What follows belongs to an exercise in optimizing a design on an open flow for small area, a short achievable clock period and few clock cycles; a production flow would make more cautious choices.
The RTL was checked by simulation tests, not by an equivalence proof against the original design.
No activity file was given, so power comes from the tool's default toggle rates.

$ cat flow/config.mk
export PLATFORM = sky130hd
export DESIGN_NAME = calculator_top
export DESIGN_NICKNAME = calculator_top
export VERILOG_FILES = /design/flow/design.v
export SDC_FILE = /design/flow/constraint.sdc
export NUM_CORES = 4
export LEC_CHECK = 0
export CAP_MARGIN = 20
export CORE_MARGIN = 2
export CORE_UTILIZATION = 40
export SLEW_MARGIN = 20
$ cat flow/constraint.sdc
create_clock -name core_clock -period 15.5 [get_ports {clk}]
set_input_delay 3.1000 -clock core_clock [delete_from_list [all_inputs] [get_ports {clk}]]
set_output_delay 3.1000 -clock core_clock [all_outputs]
set_load 0.01 [all_outputs]
$ cat flow/design.v
module full_adder (
    input  a,
    input  b,
    input  cin,
    output sum,
    output cout
);
wire w1, w2, w3;
xor (w1, a, b);     
xor (sum, w1, cin);
and (w2, a, b);    
and (w3, w1, cin);
or  (cout, w2, w3);
endmodule
module ripple_adder_8bit (
    input  [7:0] A,
    input  [7:0] B,
    input        CIN,
    output [7:0] SUM,
    output       COUT
);
wire [7:0] c;   
full_adder FA0 (
    .a(A[0]),
    .b(B[0]),
    .cin(CIN),
    .sum(SUM[0]),
    .cout(c[0])
);
genvar i;
generate
    for (i = 1; i < 8; i = i + 1) begin : ADDER_CHAIN
        full_adder FA (
            .a(A[i]),
            .b(B[i]),
            .cin(c[i-1]),
            .sum(SUM[i]),
            .cout(c[i])
        );
    end
endgenerate
assign COUT = c[7];
endmodule
module subtractor_8bit (
    input  [7:0] A,
    input  [7:0] B,
    output [7:0] DIFF,
    output       BORROW
);
wire [7:0] B_inv;
wire cout;
assign B_inv = ~B;
ripple_adder_8bit ADDER (
    .A(A),
    .B(B_inv),
    .CIN(1'b1),    
    .SUM(DIFF),
    .COUT(cout)
);
assign BORROW = ~cout;
endmodule
module multiplier_8bit (
    input  [7:0] A,
    input  [7:0] B,
    output [15:0] PRODUCT
);
reg [15:0] result;
reg [15:0] a_shifted;
integer i;
always @(*) begin
    result = 16'b0;
    for (i = 0; i < 8; i = i + 1) begin
        a_shifted = A << i;
        if (B[i]) begin
            result = result + a_shifted;
        end
    end
end
assign PRODUCT = result;
endmodule
module divider_8bit (
    input        clk,
    input        start,
    input  [7:0] A,    
    input  [7:0] B,    
    output reg [7:0] QUOTIENT,
    output reg [7:0] REMAINDER,
    output reg       DONE,
    output reg       DIV_BY_ZERO
);
reg [7:0] rem_reg;
reg [7:0] div_reg;
reg [7:0] quo_reg;
reg       busy;
always @(posedge clk) begin
    if (start) begin
        if (B == 8'b0) begin
            DIV_BY_ZERO <= 1;
            DONE        <= 1;
            QUOTIENT   <= 8'b0;
            REMAINDER  <= 8'b0;
            busy       <= 0;
        end else begin
            DIV_BY_ZERO <= 0;
            DONE        <= 0;
            rem_reg    <= A;
            div_reg    <= B;
            quo_reg    <= 8'b0;
            busy       <= 1;
        end
    end
    else if (busy) begin
        if (rem_reg >= div_reg) begin
            rem_reg <= rem_reg - div_reg;
            quo_reg <= quo_reg + 1'b1;
        end else begin
            QUOTIENT  <= quo_reg;
            REMAINDER<= rem_reg;
            DONE     <= 1;
            busy     <= 0;
        end
    end
end
endmodule
module mux4_1_rtl (
    input  [15:0] d0, d1, d2, d3,
    input  [1:0]  s,
    output reg [15:0] y
);
always @(*) begin
    case (s)
        2'b00: y = d0;
        2'b01: y = d1;
        2'b10: y = d2;
        2'b11: y = d3;
        default: y = 16'b0;
    endcase
end
endmodule
module calculator_top (
    input  [7:0]  A,
    input  [7:0]  B,
    input  [1:0]  OP,
    input         clk,
    input         start,
    output [15:0] RESULT,
    output        DONE,
    output        DIV_BY_ZERO
);
wire [7:0] add_sum;
wire       add_cout;
wire [7:0] sub_diff;
wire       sub_borrow;
wire [15:0] mul_product;
wire [7:0] div_quotient;
wire [7:0] div_remainder;
wire       div_done;
wire       div_zero;
ripple_adder_8bit ADDER (
    .A(A),
    .B(B),
    .CIN(1'b0),
    .SUM(add_sum),
    .COUT(add_cout)
);
subtractor_8bit SUBTRACTOR (
    .A(A),
    .B(B),
    .DIFF(sub_diff),
    .BORROW(sub_borrow)
);
multiplier_8bit MULTIPLIER (
    .A(A),
    .B(B),
    .PRODUCT(mul_product)
);
divider_8bit DIVIDER (
    .clk(clk),
    .start(start),
    .A(A),
    .B(B),
    .QUOTIENT(div_quotient),
    .REMAINDER(div_remainder),
    .DONE(div_done),
    .DIV_BY_ZERO(div_zero)
);
wire [15:0] add_out;
wire [15:0] sub_out;
wire [15:0] mul_out;
wire [15:0] div_out;
assign add_out = {7'b0, add_cout, add_sum};
assign sub_out = {7'b0, sub_borrow, sub_diff};
assign mul_out = mul_product;
assign div_out = {div_remainder, div_quotient};
assign DONE        = (OP == 2'b11) ? div_done : 1'b1;
assign DIV_BY_ZERO= (OP == 2'b11) ? div_zero : 1'b0;
mux4_1_rtl MUX (
    .d0(add_out),
    .d1(sub_out),
    .d2(mul_out),
    .d3(div_out),
    .s(OP),
    .y(RESULT)
);
endmodule
$ cat flow/run.sh
#!/bin/bash
# synth_recipe.tcl (not shown) runs the flow's synth.tcl, then flattens the netlist and writes it again
# the make line also repeats each setting of config.mk as NAME=value (left out here)
make -C /OpenROAD-flow-scripts/flow DESIGN_CONFIG=/design/flow/config.mk WORK_HOME=/design/flow/orfs CLKGATE_MAP_FILE= SYNTH_SCRIPT=/design/flow/synth_recipe.tcl finish
==> results_dict.tcl <==
set metrics [dict create \
    fmax_mhz 66.5 \
    placement_rows 45 \
    final_nets 953 \
    synth_fp_nets 812 \
    p_leak_nw 3.60 \
    crit_fanout 4 \
    drt_iter0_markers 332 \
    critPathCaptureType "primary output" \
    overflow 0 \
    peakVddDrop_uv 95.0 \
    fin_crit_ns 15.03 \
    maxCapViolCount 0 \
    track_usage 0.228 \
    ys_seq_area_frac 0.209 \
    async_reset_ff_frac 0 \
    num_antenna_cells 0 \
    drcViolationCount 0 \
    endpoint "RESULT[14]" \
    relSlewSlack 0.362 \
    intPower_mw 0.565 \
    grt_pass1_vias 5883 \
    ys_ff_latch 43 \
    fin_tns_setup_ns 0 \
    r2r_start "DIVIDER.rem_reg[0]" \
    combPwrFrac 0.711 \
    reg2reg_slack_ns 12.37 \
    syn_inst 699 \
    switching_share 0.400 \
    slowest_stage "clkdlybuf4s50_1" \
    cts.path.max_buffers 2 \
    reg2reg_depth 10 \
    die_h_um 128 \
    tightest_slew_ns 0.955 \
    numCtsBuffers 5 \
    finalHoldViolCount 0 \
    final_cell_mix "buf_4, ha_1, inv_1" \
    arrival_ns 11.93 \
    ctsHtreeMaxLevel 2 \
    startpoint "A[2]" \
    synth_edf_count 42 \
    synth_top_area_share 0.206 \
    core_region_area_um2 15100 \
    r2r_end "DIVIDER.QUOTIENT[6]" \
    p_sw_mw 0.376 \
    setup_viol 0 \
    grt_max_degree 47 \
    start_util 0.405 \
    synth_area_leader_cell "edfxtp_1" \
    die_area_um2 16300 \
    cts_sinks 43 \
    fin_skew_ns 0.00825 \
    report.final.slew_viol_count 0 \
    drive_gt1_frac 0.249 \
    power_frac_clock 0.125 \
    drt.antenna.violating_nets 0 \
    postPlaceCellArea_um2 7470 \
    clkTransAtPathRegs_ns 0.06 \
    wl_per_cell_um 18.0 \
    hold_depth 2 \
    synth_cell_type_count 73 \
    slowest_delay_ns 0.46 \
    cts_root_buf "clkbuf_16" \
    cp.required_ns 12.40 \
    pwr-share-seq 0.163 \
    area_growth_pct 30.8 \
    p_per_area_nw_per_um2 118 \
    gp_congestion 0.935 \
    die_w_um 128 \
    grt_pass1_wl_mm 29.9 \
    portBuffers 37 \
    design_power_total_mw 0.941 \
    preCtsSetupSlack_ns -0.578 \
    ctsHoldBuffers 0 \
    clk_latency_ns 0.28 \
    period_share 0.969 \
    fin_area_um2 8000 \
    via_count 5914 \
    pin_count 38 \
    vias_per_cell 5.75 \
    firstDrtPassIters 5 \
    status "complete, no violations" \
    antenna_found_initial 0 \
    min_path_type "register to register" \
    dp_hpwl_mm 14.0 \
    synth_area_leaders "edfxtp_1, ha_1, fa_1" \
    postLayoutCoreUtil 0.530 \
    syn_area_um2 6120 \
    crit_top_cell "ha_1" \
    synth_ff_type "edfxtp_1" \
    crit_path_start_kind "primary input" \
    wirelength_mm 18.5 \
    syn-mean-instance-area_um2 8.75 \
    cts_tree "yes" \
    setup_ws_ns 0.473 \
    final_common_cell "buf_4" \
    critPathKind "primary input to primary output" \
    yosys_warnings 3 \
]
==> cell usage after synthesis, types with 4 or more instances <==
master and instances:
a2111oi_0 4, a211o_1 6, a211oi_1 15, a21boi_0 5
a21o_1 17, a21oi_1 29, a31oi_1 15, and2_1 10
and3_1 6, clkbuf_1 18, edfxtp_1 42, fa_1 22
ha_1 71, inv_1 60, mux2_2 8, mux2i_1 9
mux4_2 7, nand2_1 50, nand3_1 18, nand4_1 7
nor2_1 41, nor2b_1 25, nor3_1 22, nor3b_1 5
o211ai_1 12, o21a_1 12, o21ai_0 43, o21bai_1 5
o31a_1 5, o31ai_1 7, o41ai_1 5, or3_1 6
xnor2_1 15, xor2_1 11
==> cell families (layout without fill, tap and decap cells) <==
group / after synthesis / count (layout) / synth area share
AOI/OAI and AO/OA: 207 / 207 / 0.235
xor gates and xnor gates: 26 / 26 / 0.0372
adders and majority gates: 94 / 94 / 0.219
buffers and inverters: 90 / 232 / 0.0607
DFF: 43 / 43 / 0.209
muxes: 26 / 26 / 0.0601
and+or+nand+nor: 213 / 213 / 0.179
==> final cells by class <==
class,count,area (um2)
clock buffer,5,125
clock inverter,3,43.8
fill,1381,7090
inverter,63,236
multi-input combinational,566,4770
sequential,43,1280
tap,188,235
timing repair buffer,161,1320
==> what timing repair did <==
action,in CTS,in global routing
endpoints found under the setup margin,7,8
setup buffers,2,4
cloned,0,0
gates resized for setup,26,59
endpoints found under the hold margin,0,0
pin swaps,4,13
==> worst max-delay path: cells and delay by family <==
family	cells	cell delay [ns]
and+or+nand+nor	9	1.26
xor gates and xnor gates	4	0.55
buffers and inverters	7	1.29
adders and majority gates	7	2.16
AOI/OAI and AO/OA	15	2.60
muxes	4	0.99
==> worst min path at each step <==
stage	startpoint	end
after floorplan	DIVIDER.rem_reg[0]	DIVIDER.REMAINDER[0]
after detailed placement	DIVIDER.rem_reg[0]	DIVIDER.REMAINDER[0]
after global placement	DIVIDER.rem_reg[0]	DIVIDER.REMAINDER[0]
after global routing	DIVIDER.rem_reg[0]	DIVIDER.REMAINDER[0]
final	DIVIDER.rem_reg[0]	DIVIDER.REMAINDER[0]
after CTS	DIVIDER.rem_reg[0]	DIVIDER.REMAINDER[0]
==> through the flow <==
step                hold WS, ns  instances
floorplan                 0.519        699
global placement          0.543       1015
detailed placement        0.546       1015
CTS                       0.554       1025
global route              0.581       1029
finish                    0.552       1029
==> layer usage <==
| metal | global-route usage | part of all wire | routed length (um) | up-vias |
|---|---|---|---|---|
| li1 | - | - | - | 2890 |
| met1 | 0.311 | 0.46 | 8570 | 2859 |
| met2 | 0.394 | 0.49 | 9000 | 137 |
| met3 | 0.0196 | 0.035 | 657 | 28 |
| met4 | 0.0556 | 0.016 | 300 | 0 |
| met5 | 0 | 0 | 0 | - |
==> power groups by stage <==
stage | clock, mW | combinational [mW] | sequential [mW]
3_5_place_dp | 0 | 0.584 | 0.156
5_1_grt | 0.124 | 0.738 | 0.156
3_3_place_gp | 0 | 0.570 | 0.156
4_1_cts | 0.119 | 0.612 | 0.154
2_1_floorplan | 0 | 0.361 | 0.153
6_report | 0.118 | 0.669 | 0.154
Testbench counts, summed over its fixed seeds: cycles 20,943.

[re-timing with driven ports]
Ports are ideal in the flow. The routed layout listed here was re-timed in OpenROAD.
Step 1, drivers: a clkbuf_16 drives clk and a buf_2 each remaining input, both assumed.
Step 2 moves the port delays by t, midway between the first and last clock arrival at a register: inputs arrive t later, outputs are due t later. That takes back most of the time a late clock gives input paths.
Three values: ideal ports, drivers, drivers and shift; two values: the first two.
t (ns): 0.310
slack for setup (ns): 0.473 / 0.450 / 0.450
hold WS [ns]: 0.552 / 0.552 / 0.552
worst setup path at the end: input to output
slew at the worst register clock pin (ns): 0.06 / 0.06
After both steps this run still meets setup and hold. For this run, drivers alone change the setup slack by -0.023 ns; drivers and shift together by -0.023 ns.
